Background: an optimization exercise with open tools, aiming at small area and a short achievable clock period. Do not read the settings as production practice. At most, simulation tests tie the RTL to the original design; equivalence was not proved. No activity file was given, so power comes from the tool's default toggle rates.

==> flow/design.v (excerpt) <==
module fpadder(input [15:0] A, input [15:0] B, input clk, input rst, output reg [15:0] C);
Size in the first run: about 50 I/O pins.
make LEC_CHECK=0 CAP_MARGIN=20 CORE_MARGIN=2 CORE_UTILIZATION=40 SLEW_MARGIN=20 finish   # period 4.0 ns
run.sh (not shown) runs the stock make flow with config.mk's settings and CLKGATE_MAP_FILE= SYNTH_SCRIPT=/design/flow/synth_recipe.tcl, a recipe that flattens the netlist after the stock synthesis.
Change:
--- a/flow/config.mk
+++ b/flow/config.mk
@@ -7,2 +7,3 @@
 export LEC_CHECK = 0
+export ABC_CLOCK_PERIOD_IN_PS = 1700
 export CAP_MARGIN = 20
@@ -10,2 +11,3 @@
 export CORE_UTILIZATION = 40
+export SETUP_SLACK_MARGIN = 2.3
 export SLEW_MARGIN = 20
Clock-buffer cell count went up by 1.
Routed wire length went up by about 30%.
Cell area went up by 27%.
Area after synthesis does not change.
Setup slack is better by 0.71 ns.
Sequential power hardly moves.
Utilization went up by 13 points.
Critical path depth went down by 4.
No run of this note included a check of the RTL's function; only the layout flow was run.

========
Another version of the RTL of fpadder (not shown whole).
For scale: ~600 cells after synthesis, roughly 95 flip-flops, ~4700 µm² of cells after synthesis.
Settings: LEC_CHECK=0, ABC_AREA=1, CAP_MARGIN=20, CORE_MARGIN=2, CORE_UTILIZATION=40, CTS_BUF_LIST=sky130_fd_sc_hd__clkbuf_4 sky130_fd_sc_hd__clkbuf_8, CTS_CLUSTER_DIAMETER=80, CTS_CLUSTER_SIZE=50, SETUP_SLACK_MARGIN=2.3, SLEW_MARGIN=20, TNS_END_PERCENT=10; clock period 4.0 ns.
standard.sh (not shown) runs the stock make flow with config.mk's settings and CLKGATE_MAP_FILE= SYNTH_SCRIPT=/design/flow/synth_recipe.tcl, a recipe that flattens the netlist after the stock synthesis.
==> flow/flow/run.sh <==
#!/bin/bash
# Standard layout, with plain buffers (not delay cells) on the ports.
set -euo pipefail
export BUFFER_PORTS_ARGS="-buffer_cell sky130_fd_sc_hd__buf_2"
bash standard.sh > standard.log 2>&1
Then changed:
- CORE_UTILIZATION: 40 -> 50
- SETUP_SLACK_MARGIN: 2.3 -> 2.6
- TNS_END_PERCENT: 10 -> 0
After rerunning: Clock skew stays flat. Count of clock-buffer cells in the layout came out lower by 2. Total power grows by 1.7%.
Then changed:
- CORE_UTILIZATION: 50 -> 40
- SETUP_SLACK_MARGIN: 2.6 -> 2.3
The new run finished clean.
Design area drops slightly.
Count of clock-buffer cells in the layout is higher by 2.
Synthesized cell count does not change.
Area after synthesis is unchanged.
Then changed:
- ABC_AREA: 1 -> default
- CORE_UTILIZATION: 40 -> 65
- SETUP_SLACK_MARGIN: 2.3 -> 2.0
Effect:
- cell count fell by 23%
- hold slack gets better by 13 ps
- register-to-register slack got worse by 400 ps
Then changed:
==> flow/flow/run.sh (replaced) <==
#!/bin/bash
# Standard layout, with plain buffers (not delay cells) on the ports, and the
# platform's don't-use list extended by slow wide gates (flow/dont_use.txt).
set -euo pipefail
export BUFFER_PORTS_ARGS="-buffer_cell sky130_fd_sc_hd__buf_2"
bash standard.sh "DONT_USE_CELLS=$(cat flow/dont_use.txt)" finish > standard.log 2>&1
==> flow/flow/dont_use.txt (new file) <==
sky130_fd_sc_hd__lpflow_bleeder_1 sky130_fd_sc_hd__lpflow_clkbufkapwr_1 sky130_fd_sc_hd__lpflow_clkbufkapwr_16 sky130_fd_sc_hd__lpflow_clkbufkapwr_2 sky130_fd_sc_hd__lpflow_clkbufkapwr_4 sky130_fd_sc_hd__lpflow_clkbufkapwr_8 sky130_fd_sc_hd__lpflow_clkinvkapwr_1 sky130_fd_sc_hd__lpflow_clkinvkapwr_16 sky130_fd_sc_hd__lpflow_clkinvkapwr_2 sky130_fd_sc_hd__lpflow_clkinvkapwr_4 sky130_fd_sc_hd__lpflow_clkinvkapwr_8 sky130_fd_sc_hd__lpflow_decapkapwr_12 sky130_fd_sc_hd__lpflow_decapkapwr_3 sky130_fd_sc_hd__lpflow_decapkapwr_4 sky130_fd_sc_hd__lpflow_decapkapwr_6 sky130_fd_sc_hd__lpflow_decapkapwr_8 sky130_fd_sc_hd__lpflow_inputiso0n_1 sky130_fd_sc_hd__lpflow_inputiso0p_1 sky130_fd_sc_hd__lpflow_inputiso1n_1 sky130_fd_sc_hd__lpflow_inputiso1p_1 sky130_fd_sc_hd__lpflow_inputisolatch_1 sky130_fd_sc_hd__lpflow_isobufsrc_1 sky130_fd_sc_hd__lpflow_isobufsrc_16 sky130_fd_sc_hd__lpflow_isobufsrc_2 sky130_fd_sc_hd__lpflow_isobufsrc_4 sky130_fd_sc_hd__lpflow_isobufsrc_8 sky130_fd_sc_hd__lpflow_isobufsrckapwr_16 sky130_fd_sc_hd__lpflow_lsbuf_lh_hl_isowell_tap_1 sky130_fd_sc_hd__lpflow_lsbuf_lh_hl_isowell_tap_2 sky130_fd_sc_hd__lpflow_lsbuf_lh_hl_isowell_tap_4 sky130_fd_sc_hd__lpflow_lsbuf_lh_isowell_4 sky130_fd_sc_hd__lpflow_lsbuf_lh_isowell_tap_1 sky130_fd_sc_hd__lpflow_lsbuf_lh_isowell_tap_2 sky130_fd_sc_hd__lpflow_lsbuf_lh_isowell_tap_4 sky130_fd_sc_hd__probe_p_8 sky130_fd_sc_hd__probec_p_8   sky130_fd_sc_hd__or4_* sky130_fd_sc_hd__or4b_* sky130_fd_sc_hd__or4bb_* sky130_fd_sc_hd__or3_* sky130_fd_sc_hd__or3b_*
Outcome: Setup slack is better by 49 ps. Critical path depth is lower by 2. Global-route usage rises by 1.7 points. Routed wire length climbs by 4.1%.
Then changed:
==> flow/flow/run.sh (replaced) <==
#!/bin/bash
# Standard layout, with plain buffers (not delay cells) on the ports.
set -euo pipefail
export BUFFER_PORTS_ARGS="-buffer_cell sky130_fd_sc_hd__buf_2"
bash standard.sh > standard.log 2>&1
- SETUP_SLACK_MARGIN: 2.0 -> 2.5
removed: flow/flow/dont_use.txt
Effect: Count of clock-buffer cells in the layout does not change. Setup slack is worse by 49 ps. Fmax is lower by 2.2%. Cell count falls by 0.48%. Hold slack stays flat. Synthesized cell count goes up by 0.88%.

-- re-timing with driven ports --
No port has a modelled driver above. Below, the same layouts with a new extraction and two added sets of constraints. Step 1: set_driving_cell puts a clkbuf_16 on clk and a buf_2 on each other input, an assumption about the parent block. Step 2 adds t to the input delays and takes it off the output delays; t is the mean of the earliest and latest rising clock arrival at the registers after step 1. Input paths then give back, and output paths get back, about the clock's delay inside the block. Three values: ideal ports, drivers, drivers and shift; two values: the first two.
| run | t (ns) | slack for setup (ns) | clock arrival spread, ns | worst slew at a driven data input, ns |
|---|---|---|---|---|
| the first run of note 1 | 0.381 | 0.681 / 0.681 / 0.318 | 0.009 / 0.008 | 0.04 |
| the second run of note 1 | 0.377 | 1.393 / 1.393 / 1.167 | 0.009 / 0.008 | 0.05 |
| the first run of note 2 | 0.392 | 2.147 / 2.147 / 1.818 | 0.012 / 0.011 | 0.03 |
| the second run of note 2 | 0.377 | 2.147 / 2.147 / 1.871 | 0.011 / 0.011 | 0.03 |
| the third run of note 2 | 0.401 | 2.175 / 2.175 / 1.827 | 0.011 / 0.011 | 0.03 |
| the fourth run of note 2 | 0.377 | 1.779 / 1.779 / 1.558 | 0.008 / 0.009 | 0.03 |
| the fifth run of note 2 | 0.384 | 1.828 / 1.828 / 1.578 | 0.011 / 0.011 | 0.03 |
| the sixth run of note 2 | 0.377 | 1.779 / 1.779 / 1.558 | 0.008 / 0.009 | 0.03 |
After both steps every run listed still meets setup and hold. For the first run of note 1, which loses most, drivers alone change the setup slack by 0.000 ns; drivers and shift together by -0.363 ns.
